This design comes from an exercise in tuning for small area, a short achievable clock period and few clock cycles per item on the open sky130 flow, not from production work.
Function was checked by simulation only, so behaviour that the tests miss may differ from the original.
Power and IR drop assume default switching activity.

beta:
==> flow/design.v <==
`timescale 1ns / 1ps
module decision_tree_pipelined #(
    parameter MAX_NODES  = 64,
    parameter MAX_DEPTH  = 6,
    parameter ADDR_WIDTH = $clog2(MAX_NODES)
)(
    input  logic         clk,
    input  logic         rst,
    input  logic  [7:0]  market_input,
    input  logic         start,
    output logic  [1:0]  action,
    output logic         action_valid,
    input  logic                  sw_we,
    input  logic [ADDR_WIDTH-1:0] sw_addr,
    input  logic                  sw_data_is_leaf,
    input  logic [7:0]            sw_data_threshold,
    input  logic                  sw_data_less_than,
    input  logic [ADDR_WIDTH-1:0] sw_data_left_idx,
    input  logic [ADDR_WIDTH-1:0] sw_data_right_idx,
    input  logic [1:0]            sw_data_action
);
localparam AW = ADDR_WIDTH;               
localparam W  = 8 + 2*AW;                 
localparam TH = W - 1;                    
localparam FA = 2*AW - 1;                 
localparam FB = AW - 1;                   
function automatic logic lt8(input logic [7:0] x, input logic [7:0] t);
    logic [7:0] l, e;
    logic       r, p;
    l = ~x & t;
    e = ~(x ^ t);
    r = 1'b0;
    for (int i = 0; i < 8; i++) begin
        p = l[i];
        for (int j = i + 1; j < 8; j++)
            p = p & e[j];
        r = r | p;
    end
    lt8 = r;
endfunction
logic [W-1:0] mem [0:MAX_NODES-1];
logic          w_never;
logic [7:0]    w_t;
logic [AW-1:0] w_a, w_b;
logic [W-1:0]  w_d;
always_comb begin
    w_never = sw_data_less_than ? (sw_data_threshold == 8'h00)
                                : (sw_data_threshold == 8'hff);
    if (sw_data_is_leaf) begin
        w_t = 8'h00;
        w_a = sw_data_left_idx;
        w_b = {sw_data_right_idx[AW-1:2], sw_data_action};
    end else if (w_never) begin
        w_t = 8'hff;
        w_a = sw_data_right_idx;
        w_b = sw_data_right_idx;
    end else if (sw_data_less_than) begin
        w_t = sw_data_threshold;
        w_a = sw_data_left_idx;
        w_b = sw_data_right_idx;
    end else begin
        w_t = sw_data_threshold + 8'd1;
        w_a = sw_data_right_idx;
        w_b = sw_data_left_idx;
    end
    w_d = {w_t, w_a, w_b};
end
logic          wr_v;
logic          wr_is0;          
logic [7:0]    wr_hi, wr_lo;
logic [W-1:0]  wr_d;
always_ff @(posedge clk) begin
    wr_v    <= sw_we;
    wr_is0  <= (sw_addr == '0);
    wr_hi   <= sw_we ? (8'd1 << sw_addr[5:3]) : 8'd0;
    wr_lo   <= 8'd1 << sw_addr[2:0];
    wr_d    <= w_d;
end
genvar i;
generate
    for (i = 0; i < MAX_NODES; i++) begin : word
        always_ff @(posedge clk) begin
            if (wr_hi[i/8] && wr_lo[i%8])
                mem[i] <= wr_d;
        end
    end
endgenerate
logic [15:0] a3, a4, a5;                  
logic [W-1:0] rd3, rd4;
logic [2:0]   rd5;                        
logic [W-1:0] g3, g4;
logic [2:0]   g5;
always_comb begin
    rd3 = '0; rd4 = '0; rd5 = '0;
    for (int h = 0; h < 8; h++) begin
        g3 = '0; g4 = '0; g5 = '0;
        for (int l = 0; l < 8; l++) begin
            g3 = g3 | (mem[8*h+l] & {W{a3[l]}});
            g4 = g4 | (mem[8*h+l] & {W{a4[l]}});
            g5 = g5 | ({mem[8*h+l][TH -: 8] == 8'd0, mem[8*h+l][1:0]} & {3{a5[l]}});
        end
        rd3 = rd3 | (g3 & {W{a3[8+h]}});
        rd4 = rd4 | (g4 & {W{a4[8+h]}});
        rd5 = rd5 | (g5 & {3{a5[8+h]}});
    end
end
logic q1, q2, q3, q4;
always_ff @(posedge clk) begin
    q1 <= wr_v;
    q2 <= q1 & !wr_v;
    q3 <= q2 & !wr_v;
    q4 <= q3 & !wr_v;
end
logic [7:0]   c1a_t;                      
logic [1:0]   c1a_act;                    
logic [W-1:0] c1b;                        
logic [W-1:0] c2aa, c2ab, c2ba, c2bb;     
always_ff @(posedge clk) begin
    if (q1) begin c1a_t <= rd3[TH -: 8]; c1a_act <= rd3[1:0]; c1b <= rd4; end
    if (q3) begin c2aa <= rd3; c2ab <= rd4; end
    if (q4) begin c2ba <= rd3; c2bb <= rd4; end
end
logic       v_in;
logic [7:0] x_in;
always_ff @(posedge clk or posedge rst) begin
    if (rst) v_in <= 1'b0;
    else     v_in <= start;
end
always_ff @(posedge clk) x_in <= market_input;
logic       v_w;
logic [7:0] x_w;
always_ff @(posedge clk or posedge rst) begin
    if (rst) v_w <= 1'b0;
    else     v_w <= v_in;
end
always_ff @(posedge clk) x_w <= x_in;
logic       e1_c0, e1_c1, e1_r;
logic [1:0] e1_act;
logic [W-1:0] n0;
logic [7:0]   d1_t;
logic [1:0]   d1_act;
always_comb begin
    n0 = mem[0];
    e1_c0 = lt8(x_w, n0[TH -: 8]);
    d1_t   = e1_c0 ? c1a_t   : c1b[TH -: 8];
    d1_act = e1_c0 ? c1a_act : c1b[1:0];
    e1_c1 = e1_c0 ? lt8(x_w, c1a_t) : lt8(x_w, c1b[TH -: 8]);
    if ((n0[TH -: 8] == 8'd0)) begin
        e1_r = 1'b1; e1_act = n0[1:0];
    end else begin
        e1_r = (d1_t == 8'd0); e1_act = d1_act;
    end
end
logic       s1_v [0:2];
logic       s1_r [0:2];
logic [1:0] s1_act [0:2];
logic [7:0] s1_x [0:2];
logic [1:0] s1_k [0:2];
always_ff @(posedge clk or posedge rst) begin
    if (rst) begin
        s1_v[0] <= 1'b0; s1_v[1] <= 1'b0; s1_v[2] <= 1'b0;
    end else begin
        s1_v[0] <= v_w; s1_v[1] <= s1_v[0]; s1_v[2] <= s1_v[1];
    end
end
always_ff @(posedge clk) begin
    s1_r[0] <= e1_r; s1_act[0] <= e1_act; s1_x[0] <= x_w; s1_k[0] <= {e1_c0, e1_c1};
    for (int k = 1; k < 3; k++) begin
        s1_r[k] <= s1_r[k-1]; s1_act[k] <= s1_act[k-1];
        s1_x[k] <= s1_x[k-1]; s1_k[k] <= s1_k[k-1];
    end
end
logic [3:0]    e2_cmp;         
always_comb begin
    e2_cmp[3] = lt8(s1_x[2], c2aa[TH -: 8]);
    e2_cmp[2] = lt8(s1_x[2], c2ab[TH -: 8]);
    e2_cmp[1] = lt8(s1_x[2], c2ba[TH -: 8]);
    e2_cmp[0] = lt8(s1_x[2], c2bb[TH -: 8]);
end
logic       t2_v, t2_r;
logic [3:0] t2_cmp;
logic [1:0] t2_act, t2_k;
logic [7:0] t2_x;
always_ff @(posedge clk or posedge rst) begin
    if (rst) t2_v <= 1'b0;
    else     t2_v <= s1_v[2];
end
always_ff @(posedge clk) begin
    t2_r <= s1_r[2]; t2_act <= s1_act[2]; t2_x <= s1_x[2]; t2_k <= s1_k[2];
    t2_cmp <= e2_cmp;
end
logic          e2_r;
logic [1:0]    e2_act;
logic [AW-1:0] e2_n;
logic [W-1:0]  d2;             
always_comb begin
    case (t2_k)
        2'b11:   d2 = c2aa;
        2'b10:   d2 = c2ab;
        2'b01:   d2 = c2ba;
        default: d2 = c2bb;
    endcase
    e2_n   = t2_cmp[t2_k] ? d2[FA -: AW] : d2[FB -: AW];
    e2_r   = t2_r | (d2[TH -: 8] == 8'd0);
    e2_act = t2_r ? t2_act : d2[1:0];
end
logic       s3_v, s3_r;
logic [1:0] s3_act;
logic [7:0] s3_x;
logic       r3_v, r3_r;
logic [1:0] r3_act;
logic [7:0] r3_x;
logic [W-1:0] r3_d;
logic       s4_v, s4_r;
logic [1:0] s4_act;
logic [7:0] s4_x;
logic       r4_v, r4_r;
logic [1:0] r4_act;
logic [7:0] r4_x;
logic [W-1:0] r4_d;
logic       s5_v, s5_r;
logic [1:0] s5_act;
always_ff @(posedge clk or posedge rst) begin
    if (rst) begin
        s3_v <= 1'b0; r3_v <= 1'b0; s4_v <= 1'b0; r4_v <= 1'b0; s5_v <= 1'b0;
    end else begin
        s3_v <= t2_v; r3_v <= s3_v; s4_v <= r3_v; r4_v <= s4_v; s5_v <= r4_v;
    end
end
always_ff @(posedge clk) begin
    s3_r <= e2_r; s3_act <= e2_act; s3_x <= t2_x;
    r3_r <= s3_r; r3_act <= s3_act; r3_x <= s3_x; r3_d <= rd3;
    s4_r <= r3_r | (r3_d[TH -: 8] == 8'd0);
    s4_act <= r3_r ? r3_act : r3_d[1:0];
    s4_x <= r3_x;
    r4_r <= s4_r; r4_act <= s4_act; r4_x <= s4_x; r4_d <= rd4;
    s5_r <= r4_r | (r4_d[TH -: 8] == 8'd0);
    s5_act <= r4_r ? r4_act : r4_d[1:0];
end
logic [AW-1:0] n3_nx, n4_nx, n5_nx;
always_comb begin
    if (wr_v) begin
        n3_nx = wr_is0 ? wr_d[FA -: AW] : mem[0][FA -: AW];
        n4_nx = wr_is0 ? wr_d[FB -: AW] : mem[0][FB -: AW];
    end else if (q2) begin
        n3_nx = r3_d[FA -: AW];
        n4_nx = r3_d[FB -: AW];
    end else if (q3) begin
        n3_nx = c1b[FA -: AW];
        n4_nx = c1b[FB -: AW];
    end else begin
        n3_nx = e2_n;
        n4_nx = lt8(r3_x, r3_d[TH -: 8]) ? r3_d[FA -: AW] : r3_d[FB -: AW];
    end
    n5_nx = lt8(r4_x, r4_d[TH -: 8]) ? r4_d[FA -: AW] : r4_d[FB -: AW];
end
always_ff @(posedge clk) begin
    a3 <= {8'd1 << n3_nx[5:3], 8'd1 << n3_nx[2:0]};
    a4 <= {8'd1 << n4_nx[5:3], 8'd1 << n4_nx[2:0]};
    a5 <= {8'd1 << n5_nx[5:3], 8'd1 << n5_nx[2:0]};
end
logic       o_v;
logic [1:0] o_act;
always_ff @(posedge clk or posedge rst) begin
    if (rst) begin
        o_v          <= 1'b0;
        o_act        <= '0;
        action       <= '0;
        action_valid <= 1'b0;
    end else begin
        o_v          <= s5_v & (s5_r | rd5[2]);
        o_act        <= s5_r ? s5_act : rd5[1:0];
        action       <= o_act;
        action_valid <= o_v;
    end
end
endmodule
==> flow/config.mk <==
export PLATFORM = sky130hd
export DESIGN_NAME = decision_tree_pipelined
export DESIGN_NICKNAME = decision_tree_pipelined
export VERILOG_FILES = /design/flow/design.v
export SDC_FILE = /design/flow/constraint.sdc
export NUM_CORES = 4
export LEC_CHECK = 0
export CAP_MARGIN = 20
export CORE_MARGIN = 2
export CORE_UTILIZATION = 30
export CTS_CLUSTER_DIAMETER = 300
export CTS_CLUSTER_SIZE = 20
export SETUP_SLACK_MARGIN = 3.6
export SLEW_MARGIN = 20
==> flow/constraint.sdc <==
create_clock -name core_clock -period 6.0 [get_ports {clk}]
set_input_delay 1.2000 -clock core_clock [delete_from_list [all_inputs] [get_ports {clk}]]
set_output_delay 1.2000 -clock core_clock [all_outputs]
set_load 0.01 [all_outputs]
run.sh (not shown) runs the stock make flow with config.mk's settings and CLKGATE_MAP_FILE= SYNTH_SCRIPT=/design/flow/synth_recipe.tcl, a recipe that flattens the netlist after the stock synthesis.
Testbench counts of beta, summed over its fixed seeds: cycles 21,440, items 20,480.
--- input diff beta..gamma ---
--- a/flow/design.v
+++ b/flow/design.v
@@ -105,5 +105,5 @@
     end
 end
-logic q1, q2, q3, q4;
+logic q1, q2, q3, q4, q5;
 always_ff @(posedge clk) begin
     q1 <= wr_v;
@@ -111,13 +111,17 @@
     q3 <= q2 & !wr_v;
     q4 <= q3 & !wr_v;
-end
-logic [7:0]   c1a_t;                      
-logic [1:0]   c1a_act;                    
-logic [W-1:0] c1b;                        
+    q5 <= q4 & !wr_v;
+end
+logic [W-1:0] r3_d, r4_d;                 
+logic [7:0]   c1a_t, c1b_t;               
+logic [1:0]   c1a_act, c1b_act;           
 logic [W-1:0] c2aa, c2ab, c2ba, c2bb;     
 always_ff @(posedge clk) begin
-    if (q1) begin c1a_t <= rd3[TH -: 8]; c1a_act <= rd3[1:0]; c1b <= rd4; end
-    if (q3) begin c2aa <= rd3; c2ab <= rd4; end
-    if (q4) begin c2ba <= rd3; c2bb <= rd4; end
+    if (q2) begin
+        c1a_t <= r3_d[TH -: 8]; c1a_act <= r3_d[1:0];
+        c1b_t <= r4_d[TH -: 8]; c1b_act <= r4_d[1:0];
+    end
+    if (q4) begin c2aa <= r3_d; c2ba <= r4_d; end
+    if (q5) begin c2ab <= r3_d; c2bb <= r4_d; end
 end
 logic       v_in;
@@ -128,11 +132,16 @@
 end
 always_ff @(posedge clk) x_in <= market_input;
-logic       v_w;
-logic [7:0] x_w;
-always_ff @(posedge clk or posedge rst) begin
-    if (rst) v_w <= 1'b0;
-    else     v_w <= v_in;
-end
-always_ff @(posedge clk) x_w <= x_in;
+logic       v_w0, v_w;
+logic [7:0] x_w0, x_w;
+always_ff @(posedge clk or posedge rst) begin
+    if (rst) begin
+        v_w0 <= 1'b0; v_w <= 1'b0;
+    end else begin
+        v_w0 <= v_in; v_w <= v_w0;
+    end
+end
+always_ff @(posedge clk) begin
+    x_w0 <= x_in; x_w <= x_w0;
+end
 logic       e1_c0, e1_c1, e1_r;
 logic [1:0] e1_act;
@@ -143,7 +152,7 @@
     n0 = mem[0];
     e1_c0 = lt8(x_w, n0[TH -: 8]);
-    d1_t   = e1_c0 ? c1a_t   : c1b[TH -: 8];
-    d1_act = e1_c0 ? c1a_act : c1b[1:0];
-    e1_c1 = e1_c0 ? lt8(x_w, c1a_t) : lt8(x_w, c1b[TH -: 8]);
+    d1_t   = e1_c0 ? c1a_t   : c1b_t;
+    d1_act = e1_c0 ? c1a_act : c1b_act;
+    e1_c1 = e1_c0 ? lt8(x_w, c1a_t) : lt8(x_w, c1b_t);
     if ((n0[TH -: 8] == 8'd0)) begin
         e1_r = 1'b1; e1_act = n0[1:0];
@@ -211,5 +220,4 @@
 logic [1:0] r3_act;
 logic [7:0] r3_x;
-logic [W-1:0] r3_d;
 logic       s4_v, s4_r;
 logic [1:0] s4_act;
@@ -218,5 +226,4 @@
 logic [1:0] r4_act;
 logic [7:0] r4_x;
-logic [W-1:0] r4_d;
 logic       s5_v, s5_r;
 logic [1:0] s5_act;
@@ -240,13 +247,13 @@
 logic [AW-1:0] n3_nx, n4_nx, n5_nx;
 always_comb begin
-    if (wr_v) begin
-        n3_nx = wr_is0 ? wr_d[FA -: AW] : mem[0][FA -: AW];
-        n4_nx = wr_is0 ? wr_d[FB -: AW] : mem[0][FB -: AW];
+    if (wr_v || q1) begin
+        n3_nx = (wr_v && wr_is0) ? wr_d[FA -: AW] : mem[0][FA -: AW];
+        n4_nx = (wr_v && wr_is0) ? wr_d[FB -: AW] : mem[0][FB -: AW];
     end else if (q2) begin
         n3_nx = r3_d[FA -: AW];
-        n4_nx = r3_d[FB -: AW];
+        n4_nx = r4_d[FA -: AW];
     end else if (q3) begin
-        n3_nx = c1b[FA -: AW];
-        n4_nx = c1b[FB -: AW];
+        n3_nx = r3_d[FB -: AW];
+        n4_nx = r4_d[FB -: AW];
     end else begin
         n3_nx = e2_n;
Findings:
gamma against beta: clock network fraction of design power rose 5.2 points; routed wire length went down; non-clock buffer count saw a decrease. Measured against each other, gamma and beta differ in power per cell area, the lower figure coming from gamma. First-pass GRT wire length delta for gamma relative to beta: 0.52% lower.
Testbench counts of gamma, summed over its fixed seeds: cycles 21,520, items 20,480.

-- re-timing with driven ports --
The flow's constraints put no driver on any port. The routed layouts listed below were extracted and timed again, unchanged, in two steps.
Step 1, drivers: a clkbuf_16 drives clk and a buf_2 each remaining input, both assumed.
Step 2, shift: input delay + t, output delay - t, t = (earliest + latest rising clock arrival at the registers) / 2. This alone moves slack from input paths to output paths.
a / b / c = ideal / step 1 / step 2; a / b = the first two.
run | t, ns | setup slack, ns | clock arrival spread, ns | worst slew at a driven data input, ns | pins driven straight from the clock port
beta | 0.866 | 3.483 / 3.448 / 2.858 | 0.048 / 0.048 | 0.04 | 1
gamma | 0.855 | 3.304 / 3.304 / 2.891 | 0.073 / 0.073 | 0.05 | 1
After both steps every run listed still meets setup and hold. The setup slack of beta, which loses most, moves by -0.035 ns with the drivers and by -0.625 ns with both steps.
